Context: an optimization exercise on an open-source flow, tuned for small area and a short achievable clock period. The choices shown serve that exercise and are no tape-out recipe. At most, simulation tests tie the RTL to the original design; equivalence was not proved. Power figures rest on the tool's default switching activity, not on a simulated workload.

Setup of the reference run:
## fp16_multiplier
module fp16_multiplier(
  input wire clk,
  input wire [15:0] a,
  input wire [15:0] b,
  output wire [15:0] out
);
==> flow/config.mk <==
export PLATFORM = sky130hd
export DESIGN_NAME = fp16_multiplier
export DESIGN_NICKNAME = fp16_multiplier
export VERILOG_FILES = /design/flow/design.v
export SDC_FILE = /design/flow/constraint.sdc
export NUM_CORES = 4
export LEC_CHECK = 0
export CAP_MARGIN = 20
export CORE_MARGIN = 2
export CORE_UTILIZATION = 40
export SETUP_SLACK_MARGIN = 2.8
export SLEW_MARGIN = 20
==> flow/constraint.sdc <==
create_clock -name core_clock -period 5.0 [get_ports {clk}]
set_input_delay 1.0000 -clock core_clock [delete_from_list [all_inputs] [get_ports {clk}]]
set_output_delay 1.0000 -clock core_clock [all_outputs]
set_load 0.01 [all_outputs]
standard.sh (not shown) runs the stock make flow with config.mk's settings and CLKGATE_MAP_FILE= SYNTH_SCRIPT=/design/flow/synth_recipe.tcl, a recipe that flattens the netlist after the stock synthesis.
==> flow/flow/run.sh <==
#!/bin/bash
# The standard layout (standard.sh), with two changes:
# - synthesis leaves full and half adders to ABC (ADDER_MAP_FILE empty: no extract_fa,
#   no fa/ha cells);
# - the port buffers are buf_2 cells instead of the delay buffers buffer_ports picks.
set -euo pipefail
ADDER_MAP_FILE= bash standard.sh synth > synth.log 2>&1
BUFFER_PORTS_ARGS="-buffer_cell sky130_fd_sc_hd__buf_2" bash standard.sh > layout.log 2>&1
The reference run completed every stage of the flow, and the final layout passed the timing, DRC and antenna checks.
--- input diff the reference run..the trial run ---
--- a/flow/design.v
+++ b/flow/design.v
@@ -222,35 +222,35 @@
   wire fs51 = fc18 ^ fs33 ^ fc32;
   wire fc51 = (fc18 & fs33) | (fc32 & (fc18 ^ fs33));
   wire fs52 = fc19 ^ fs34 ^ fc33;
   wire fc52 = (fc19 & fs34) | (fc33 & (fc19 ^ fs34));
   wire fs53 = 1'b1 ^ fs35 ^ fc34;
   wire fc53 = (1'b1 & fs35) | (fc34 & (1'b1 ^ fs35));
   wire fs54 = t5_10 ^ ~bn[4] ^ fc35;
   wire fc54 = (t5_10 & ~bn[4]) | (fc35 & (t5_10 ^ ~bn[4]));
   wire fs55 = t5_11 ^ 1'b1;
   wire fc55 = t5_11 & 1'b1;
-  wire [7:0] lx = {fs41, fs40, fs39, fs38, fs37, bn[1], t0_1, t0_0};
-  wire [7:0] ly = {fc40, fc39, fc38, fc37, fc36, fs36, 1'b0, bn[0]};
-  wire [8:0] lsum = {1'b0, lx} + {1'b0, ly};
-  wire s1_cin = lsum[8];
-  wire [21:8] s1_hx = {fs55, fs54, fs53, fs52, fs51, fs50, fs49, fs48, fs47, fs46, fs45, fs44, fs43, fs42};
-  wire [21:8] s1_hy = {fc54, fc53, fc52, fc51, fc50, fc49, fc48, fc47, fc46, fc45, fc44, fc43, fc42, fc41};
-  reg [21:8] r1_hx, r1_hy;
+  wire [5:0] lx = {fs39, fs38, fs37, bn[1], t0_1, t0_0};
+  wire [5:0] ly = {fc38, fc37, fc36, fs36, 1'b0, bn[0]};
+  wire [6:0] lsum = {1'b0, lx} + {1'b0, ly};
+  wire s1_cin = lsum[6];
+  wire [21:6] s1_hx = {fs55, fs54, fs53, fs52, fs51, fs50, fs49, fs48, fs47, fs46, fs45, fs44, fs43, fs42, fs41, fs40};
+  wire [21:6] s1_hy = {fc54, fc53, fc52, fc51, fc50, fc49, fc48, fc47, fc46, fc45, fc44, fc43, fc42, fc41, fc40, fc39};
+  reg [21:6] r1_hx, r1_hy;
   reg r1_cin, r1_sticky, r1_nan, r1_s;
   reg [5:0] r1_esum;
   always @(posedge clk) begin
     r1_hx <= s1_hx; r1_hy <= s1_hy; r1_cin <= s1_cin; r1_sticky <= r0_sticky;
     r1_nan <= r0_nan; r1_s <= r0_s; r1_esum <= r0_esum;
   end
-  wire [14:0] psum = {r1_hx, 1'b1} + {r1_hy, r1_cin};
-  wire [21:8] s2_p = psum[14:1];
+  wire [16:0] psum = {r1_hx, 1'b1} + {r1_hy, r1_cin};
+  wire [21:8] s2_p = psum[16:3];
   reg [21:8] r2_p;
   reg r2_sticky, r2_nan, r2_s;
   reg [5:0] r2_esum;
   always @(posedge clk) begin
     r2_p <= s2_p; r2_sticky <= r1_sticky;
     r2_nan <= r1_nan; r2_s <= r1_s; r2_esum <= r1_esum;
   end
   wire lead = r2_p[21];
   wire [10:0] kept = lead ? r2_p[21:11] : r2_p[20:10];
   wire guard = lead ? r2_p[10] : r2_p[9];
==> run summary <==
- Compared with the reference run, sequential cell count in the trial run increased by a few percent.
- Sort the trial run and the reference run by smallest hold slack, descending, and the trial run comes first.
- The trial run vs. the reference run: non-clock buffering overhead in the final layout rose 0.91 points, clock network fraction of total power climbed 0.5 points, global-route wire length before repair now larger.
- NOTE: synthesized cell count in the trial run exceeds that of the reference run
- Relative to the reference run, global routing usage on met1 has increased by 1.2 points in the trial run.
- | initial standard-cell utilization of the core | the trial run vs the reference run | 0.17 points higher |
- Of the trial run and the reference run, the trial run shows the lower critical path depth, with the reference run above it.
- Of the trial run and the reference run, the run reporting the lower growth of design area from synthesis to finish was the reference run.
- The post-layout instance area reported for the trial run is greater than that of the reference run by 190 sq um.
- When the trial run is set beside the reference run, its global routing usage summed across all routing layers turns out to be 0.65 points larger.
- Summary of the trial run over the reference run: wire length rose 3.8%; routed length on met1 rose 4.6%.
Only the layout flow was run in the trial run; the RTL was not checked for function there.

---

fp16_multiplier, a different RTL version from the one above (not shown whole).
Size in the first run: ~900 cells after synthesis, roughly 160 flip-flops, roughly 49 I/O pins, about 8300 µm² of cells after synthesis.
==> flow/design.v (excerpt) <==
module fp16_multiplier(
  input wire clk,
  input wire [15:0] a,
  input wire [15:0] b,
  output wire [15:0] out
);
export LEC_CHECK = 0
export CAP_MARGIN = 20
export CORE_MARGIN = 2
export CORE_UTILIZATION = 50
export CTS_BUF_LIST = sky130_fd_sc_hd__clkbuf_8
export CTS_CLUSTER_SIZE = 20
export SETUP_SLACK_MARGIN = 3.0
export SLEW_MARGIN = 20
export SYNTH_HIERARCHICAL = 1
create_clock -name core_clock -period 5.0 [get_ports {clk}]
==> flow/flow/run.sh <==
#!/bin/bash
# The standard layout (standard.sh), with these changes:
# - synthesis leaves full and half adders to ABC (ADDER_MAP_FILE empty: no extract_fa,
#   no fa/ha cells);
# - the port buffers are buf_1 cells instead of the delay buffers buffer_ports picks;
# - clock tree synthesis inserts no dummy loads.
set -euo pipefail
ADDER_MAP_FILE= bash standard.sh synth > synth.log 2>&1
export BUFFER_PORTS_ARGS="-buffer_cell sky130_fd_sc_hd__buf_1"
export CTS_ARGS="-sink_clustering_enable -repair_clock_nets -dont_use_dummy_load -buf_list sky130_fd_sc_hd__clkbuf_8 -sink_clustering_size 20"
bash standard.sh > layout.log 2>&1
The first run finished with timing, DRC and antenna clean.
==> next run, changes <==
--- a/flow/design.v
+++ b/flow/design.v
@@ -195,29 +195,23 @@
   wire fs29 = t3_10 ^ ~dn[2] ^ fc12;
   wire fc29 = (t3_10 & ~dn[2]) | (fc12 & (t3_10 ^ ~dn[2]));
   wire fs30 = t3_11 ^ 1'b1;
   wire fc30 = t3_11 & 1'b1;
   wire fs31 = t3_12 ^ 1'b1;
   wire fc31 = t3_12 & 1'b1;
   wire [7:0] lx = {fs17, fs16, fs15, fs14, dn[1], t0_2, t0_1, t0_0};
   wire [7:0] ly = {fc16, fc15, fc14, fc13, fs13, 1'b0, 1'b0, dn[0]};
-  fp16m_lowadd u_low(.lx(lx), .ly(ly), .pl(pl));
+  wire [8:0] lsum = {1'b0, lx} + {1'b0, ly};
+  assign pl = lsum[8:8];
   wire [21:8] hx = {fs31, fs30, fs29, fs28, fs27, fs26, fs25, fs24, fs23, fs22, fs21, fs20, fs19, fs18};
   wire [21:8] hy = {fc30, fc29, fc28, fc27, fc26, fc25, fc24, fc23, fc22, fc21, fc20, fc19, fc18, fc17};
   assign hp = hx ^ hy;
   assign hg = hx[20:8] & hy[20:8];
 endmodule
-module fp16m_lowadd(
-  input wire [7:0] lx, ly,
-  output wire [8:8] pl
-);
-  wire [8:0] lsum = {1'b0, lx} + {1'b0, ly};
-  assign pl = lsum[8:8];
-endmodule
 module fp16m_stage2(
   input wire [21:8] hp,
   input wire [20:8] hg,
   input wire [8:8] pl,
   output wire [21:8] p
 );
   wire g0_8 = hg[8] | (hp[8] & pl[8]);
   wire g0_9 = hg[9] | (hp[9] & hg[8]);
The changed run went through all stages and came out clean.
Via count rose by 2.4%.
Routed wire length rose by 4.8%.
Worst setup slack degrades by 130 ps.
Cell area rose by 3.7%.
Register-to-register slack degrades by 130 ps.
Clock skew fell by 17 ps.
Maximum frequency fell by 5.8%.
Core utilization rose by 1.9 points.
Area after synthesis rose by 0.89%.
Non-clock buffer count rose by 15.
Total power rose by 2.9%.
Clock power hardly moves.
Combinational power rose by about 7%.
Function was not checked in any run of this note: the RTL went through the layout flow alone.

---

fp16_multiplier with an RTL version that a note above also has.
Size in the first run: ~860 cells after synthesis, roughly 150 flip-flops, ~49 I/O pins.
// fp16_multiplier
module fp16_multiplier(
  input wire clk,
  input wire [15:0] a,
  input wire [15:0] b,
  output wire [15:0] out
);
  wire [4:0] ea = a[14:10], eb = b[14:10];
  wire [9:0] fa = a[9:0], fb = b[9:0];
  wire ea0 = ea == 5'd0, eb0 = eb == 5'd0, ea31 = &ea, eb31 = &eb;
  wire fa0 = fa == 10'd0, fb0 = fb == 10'd0;
  wire za = ea0 & fa0, zb = eb0 & fb0;
  wire ia = ea31 & fa0, ib = eb31 & fb0;
  wire s0_nan = (ea31 & ~fa0) | (eb31 & ~fb0) | (ia & zb) | (za & ib);
  wire [5:0] esum = {1'b0, ea} + {1'b0, eb};
  wire [5:0] s0_esum = (za | zb) ? 6'd0 : (ia | ib) ? 6'd63 : esum;
  wire [8:0] tza, tzb;   
  assign tza[0] = 1'b1; assign tzb[0] = 1'b1;
  genvar gk;
  generate for (gk = 1; gk <= 8; gk = gk + 1) begin : g_tz
    assign tza[gk] = tza[gk-1] & ~fa[gk-1];
    assign tzb[gk] = tzb[gk-1] & ~fb[gk-1];
  end endgenerate
  wire s0_sticky = ~|(tza & {tzb[0], tzb[1], tzb[2], tzb[3], tzb[4], tzb[5], tzb[6], tzb[7], tzb[8]});
  wire [12:0] mbx = {1'b0, ~eb0, fb, 1'b0};   
  wire [5:0] s0_bo, s0_bt, s0_bn;
  generate for (gk = 0; gk < 6; gk = gk + 1) begin : g_booth
    wire y2 = mbx[2*gk+2], y1 = mbx[2*gk+1], y0 = mbx[2*gk];
    assign s0_bo[gk] = y1 ^ y0;
    assign s0_bt[gk] = (y2 & ~y1 & ~y0) | (~y2 & y1 & y0);
    assign s0_bn[gk] = y2 & ~(y1 & y0);
  end endgenerate
  reg r0_s, r0_nan, r0_sticky;
  reg [5:0] r0_esum;
  reg [10:0] ma;
  reg [5:0] bo, bt;
  reg [4:0] bn;
  always @(posedge clk) begin
    r0_s <= a[15] ^ b[15];
    r0_nan <= s0_nan;
    r0_esum <= s0_esum;
    r0_sticky <= s0_sticky;
    ma <= {~ea0, fa};
    bo <= s0_bo;
    bt <= s0_bt;
    bn <= s0_bn[4:0];
  end
  wire t0_0 = ((bo[0] & ma[0])) ^ bn[0];
  wire t0_1 = ((bo[0] & ma[1]) | (bt[0] & ma[0])) ^ bn[0];
  ...
clock: 5.0 ns
lec_check: 0
cap_margin: 20
core_margin: 2
core_utilization: 60
cts_buf_list: sky130_fd_sc_hd__clkbuf_8
cts_cluster_size: 20
setup_slack_margin: 2.8
slew_margin: 20
Scripts as last shown in full above: flow/flow/run.sh
The first run finished clean.
Change:
--- a/flow/design.v
+++ b/flow/design.v
@@ -226,27 +226,27 @@
   wire fs53 = 1'b1 ^ fs35 ^ fc34;
   wire fc53 = (1'b1 & fs35) | (fc34 & (1'b1 ^ fs35));
   wire fs54 = t5_10 ^ ~bn[4] ^ fc35;
   wire fc54 = (t5_10 & ~bn[4]) | (fc35 & (t5_10 ^ ~bn[4]));
   wire fs55 = t5_11 ^ 1'b1;
   wire fc55 = t5_11 & 1'b1;
-  wire [7:0] lx = {fs41, fs40, fs39, fs38, fs37, bn[1], t0_1, t0_0};
-  wire [7:0] ly = {fc40, fc39, fc38, fc37, fc36, fs36, 1'b0, bn[0]};
-  wire [8:0] lsum = {1'b0, lx} + {1'b0, ly};
-  wire s1_cin = lsum[8];
-  wire [21:8] s1_hx = {fs55, fs54, fs53, fs52, fs51, fs50, fs49, fs48, fs47, fs46, fs45, fs44, fs43, fs42};
-  wire [21:8] s1_hy = {fc54, fc53, fc52, fc51, fc50, fc49, fc48, fc47, fc46, fc45, fc44, fc43, fc42, fc41};
-  reg [21:8] r1_hx, r1_hy;
+  wire [3:0] lx = {fs37, bn[1], t0_1, t0_0};
+  wire [3:0] ly = {fc36, fs36, 1'b0, bn[0]};
+  wire [4:0] lsum = {1'b0, lx} + {1'b0, ly};
+  wire s1_cin = lsum[4];
+  wire [21:4] s1_hx = {fs55, fs54, fs53, fs52, fs51, fs50, fs49, fs48, fs47, fs46, fs45, fs44, fs43, fs42, fs41, fs40, fs39, fs38};
+  wire [21:4] s1_hy = {fc54, fc53, fc52, fc51, fc50, fc49, fc48, fc47, fc46, fc45, fc44, fc43, fc42, fc41, fc40, fc39, fc38, fc37};
+  reg [21:4] r1_hx, r1_hy;
   reg r1_cin, r1_sticky, r1_nan, r1_s;
   reg [5:0] r1_esum;
   always @(posedge clk) begin
     r1_hx <= s1_hx; r1_hy <= s1_hy; r1_cin <= s1_cin; r1_sticky <= r0_sticky;
     r1_nan <= r0_nan; r1_s <= r0_s; r1_esum <= r0_esum;
   end
-  wire [14:0] psum = {r1_hx, 1'b1} + {r1_hy, r1_cin};
-  wire [21:8] s2_p = psum[14:1];
+  wire [18:0] psum = {r1_hx, 1'b1} + {r1_hy, r1_cin};
+  wire [21:8] s2_p = psum[18:5];
   reg [21:8] r2_p;
   reg r2_sticky, r2_nan, r2_s;
   reg [5:0] r2_esum;
   always @(posedge clk) begin
     r2_p <= s2_p; r2_sticky <= r1_sticky;
     r2_nan <= r1_nan; r2_s <= r1_s; r2_esum <= r1_esum;
Setup slack improves by 0.032 ns.
Hold slack hardly moves.
Flip-flop and latch count grows by 8.
Fmax rose by 1.4%.
Wire length came out higher by 0.52%.
Clock skew goes down by 0.0067 ns.
Non-clock buffer count climbs by 4.
Die area increases by 2.1%.
Cell area is higher by 4.2%.
Synthesized cell count went down by 0.47%.
No functional check of the RTL was part of the second run of this note.

---

## before
RTL: one of the versions met above, not the one the previous note started from.
Size in the first run: about 880 cells after synthesis, about 160 flip-flops, about 49 I/O pins, about 8400 sq um of cells after synthesis.
export LEC_CHECK = 0
export CAP_MARGIN = 20
export CORE_MARGIN = 2
export CORE_UTILIZATION = 60
export CTS_BUF_LIST = sky130_fd_sc_hd__clkbuf_8
export CTS_CLUSTER_SIZE = 20
export SETUP_SLACK_MARGIN = 2.9
export SLEW_MARGIN = 20
export SYNTH_HIERARCHICAL = 1
create_clock -name core_clock -period 5.0 [get_ports {clk}]
Scripts as last shown in full above: flow/flow/run.sh
> inputs changed (before -> after)
diff --git a/flow/design.v b/flow/design.v
--- a/flow/design.v
+++ b/flow/design.v
@@ -195,23 +195,29 @@
   wire fs29 = t3_10 ^ ~dn[2] ^ fc12;
   wire fc29 = (t3_10 & ~dn[2]) | (fc12 & (t3_10 ^ ~dn[2]));
   wire fs30 = t3_11 ^ 1'b1;
   wire fc30 = t3_11 & 1'b1;
   wire fs31 = t3_12 ^ 1'b1;
   wire fc31 = t3_12 & 1'b1;
   wire [7:0] lx = {fs17, fs16, fs15, fs14, dn[1], t0_2, t0_1, t0_0};
   wire [7:0] ly = {fc16, fc15, fc14, fc13, fs13, 1'b0, 1'b0, dn[0]};
-  wire [8:0] lsum = {1'b0, lx} + {1'b0, ly};
-  assign pl = lsum[8:8];
+  fp16m_lowadd u_low(.lx(lx), .ly(ly), .pl(pl));
   wire [21:8] hx = {fs31, fs30, fs29, fs28, fs27, fs26, fs25, fs24, fs23, fs22, fs21, fs20, fs19, fs18};
   wire [21:8] hy = {fc30, fc29, fc28, fc27, fc26, fc25, fc24, fc23, fc22, fc21, fc20, fc19, fc18, fc17};
   assign hp = hx ^ hy;
   assign hg = hx[20:8] & hy[20:8];
 endmodule
+module fp16m_lowadd(
+  input wire [7:0] lx, ly,
+  output wire [8:8] pl
+);
+  wire [8:0] lsum = {1'b0, lx} + {1'b0, ly};
+  assign pl = lsum[8:8];
+endmodule
 module fp16m_stage2(
   input wire [21:8] hp,
   input wire [20:8] hg,
   input wire [8:8] pl,
   output wire [21:8] p
 );
   wire g0_8 = hg[8] | (hp[8] & pl[8]);
   wire g0_9 = hg[9] | (hp[9] & hg[8]);
==> run summary <==
before -> after: clock slew seen by the registers of the worst setup and hold paths flat
On after: count of cell types in the netlist is 10 lower than what before gave.
Tightest hold margin in after vs before: up 0.0087 ns
Diff before -> after: layout-stage area growth over the synthesis result went down 1.8 points, achievable frequency higher, clock skew ~0 delta, weighted congestion at the end of routability-driven global placement decreased 3.5%.
Going from before to after, the clock power share was found to have gone up by 0.3 points.
Delta (after minus before): total I/O pin count ~0 delta; adder and majority cell fraction of the synthesized area -0.48 points; met1 routed wirelength after detailed routing +0.77%.
No run of this note included a check of the RTL's function; only the layout flow was run.

==> what the ideal ports hide <==
The flow's constraints put no driver on any port. The routed layouts listed below were extracted and timed again, unchanged, in two steps.
Step 1 assumes that a clkbuf_16 drives the clock port and a buf_2 every other input.
Step 2 moves the port delays by t, midway between the first and last clock arrival at a register: inputs arrive t later, outputs are due t later. That takes back most of the time a late clock gives input paths.
Slacks: ideal ports / drivers / drivers and shift; pairs: ideal ports / drivers.
| run | t (ns) | setup WS [ns] | clock arrival spread, ns | worst register clock-pin slew, ns |
|---|---|---|---|---|
| the reference run | 0.457 | 2.740 / 2.740 / 2.538 | 0.011 / 0.011 | 0.07 / 0.07 |
| the trial run | 0.468 | 2.667 / 2.667 / 2.309 | 0.010 / 0.010 | 0.07 / 0.07 |
| the first run of note 2 | 0.487 | 2.895 / 2.895 / 2.617 | 0.045 / 0.045 | 0.10 / 0.10 |
| the second run of note 2 | 0.471 | 2.765 / 2.765 / 2.576 | 0.040 / 0.040 | 0.10 / 0.10 |
| the first run of note 3 | 0.476 | 2.701 / 2.701 / 2.504 | 0.042 / 0.042 | 0.10 / 0.10 |
| the second run of note 3 | 0.455 | 2.733 / 2.733 / 2.318 | 0.038 / 0.038 | 0.09 / 0.09 |
| before | 0.475 | 2.659 / 2.659 / 2.578 | 0.029 / 0.029 | 0.08 / 0.08 |
| after | 0.471 | 2.937 / 2.937 / 2.549 | 0.038 / 0.038 | 0.09 / 0.09 |
After both steps every run listed still meets setup and hold. The setup slack of the second run of note 3, which loses most, moves by 0.000 ns with the drivers and by -0.415 ns with both steps.
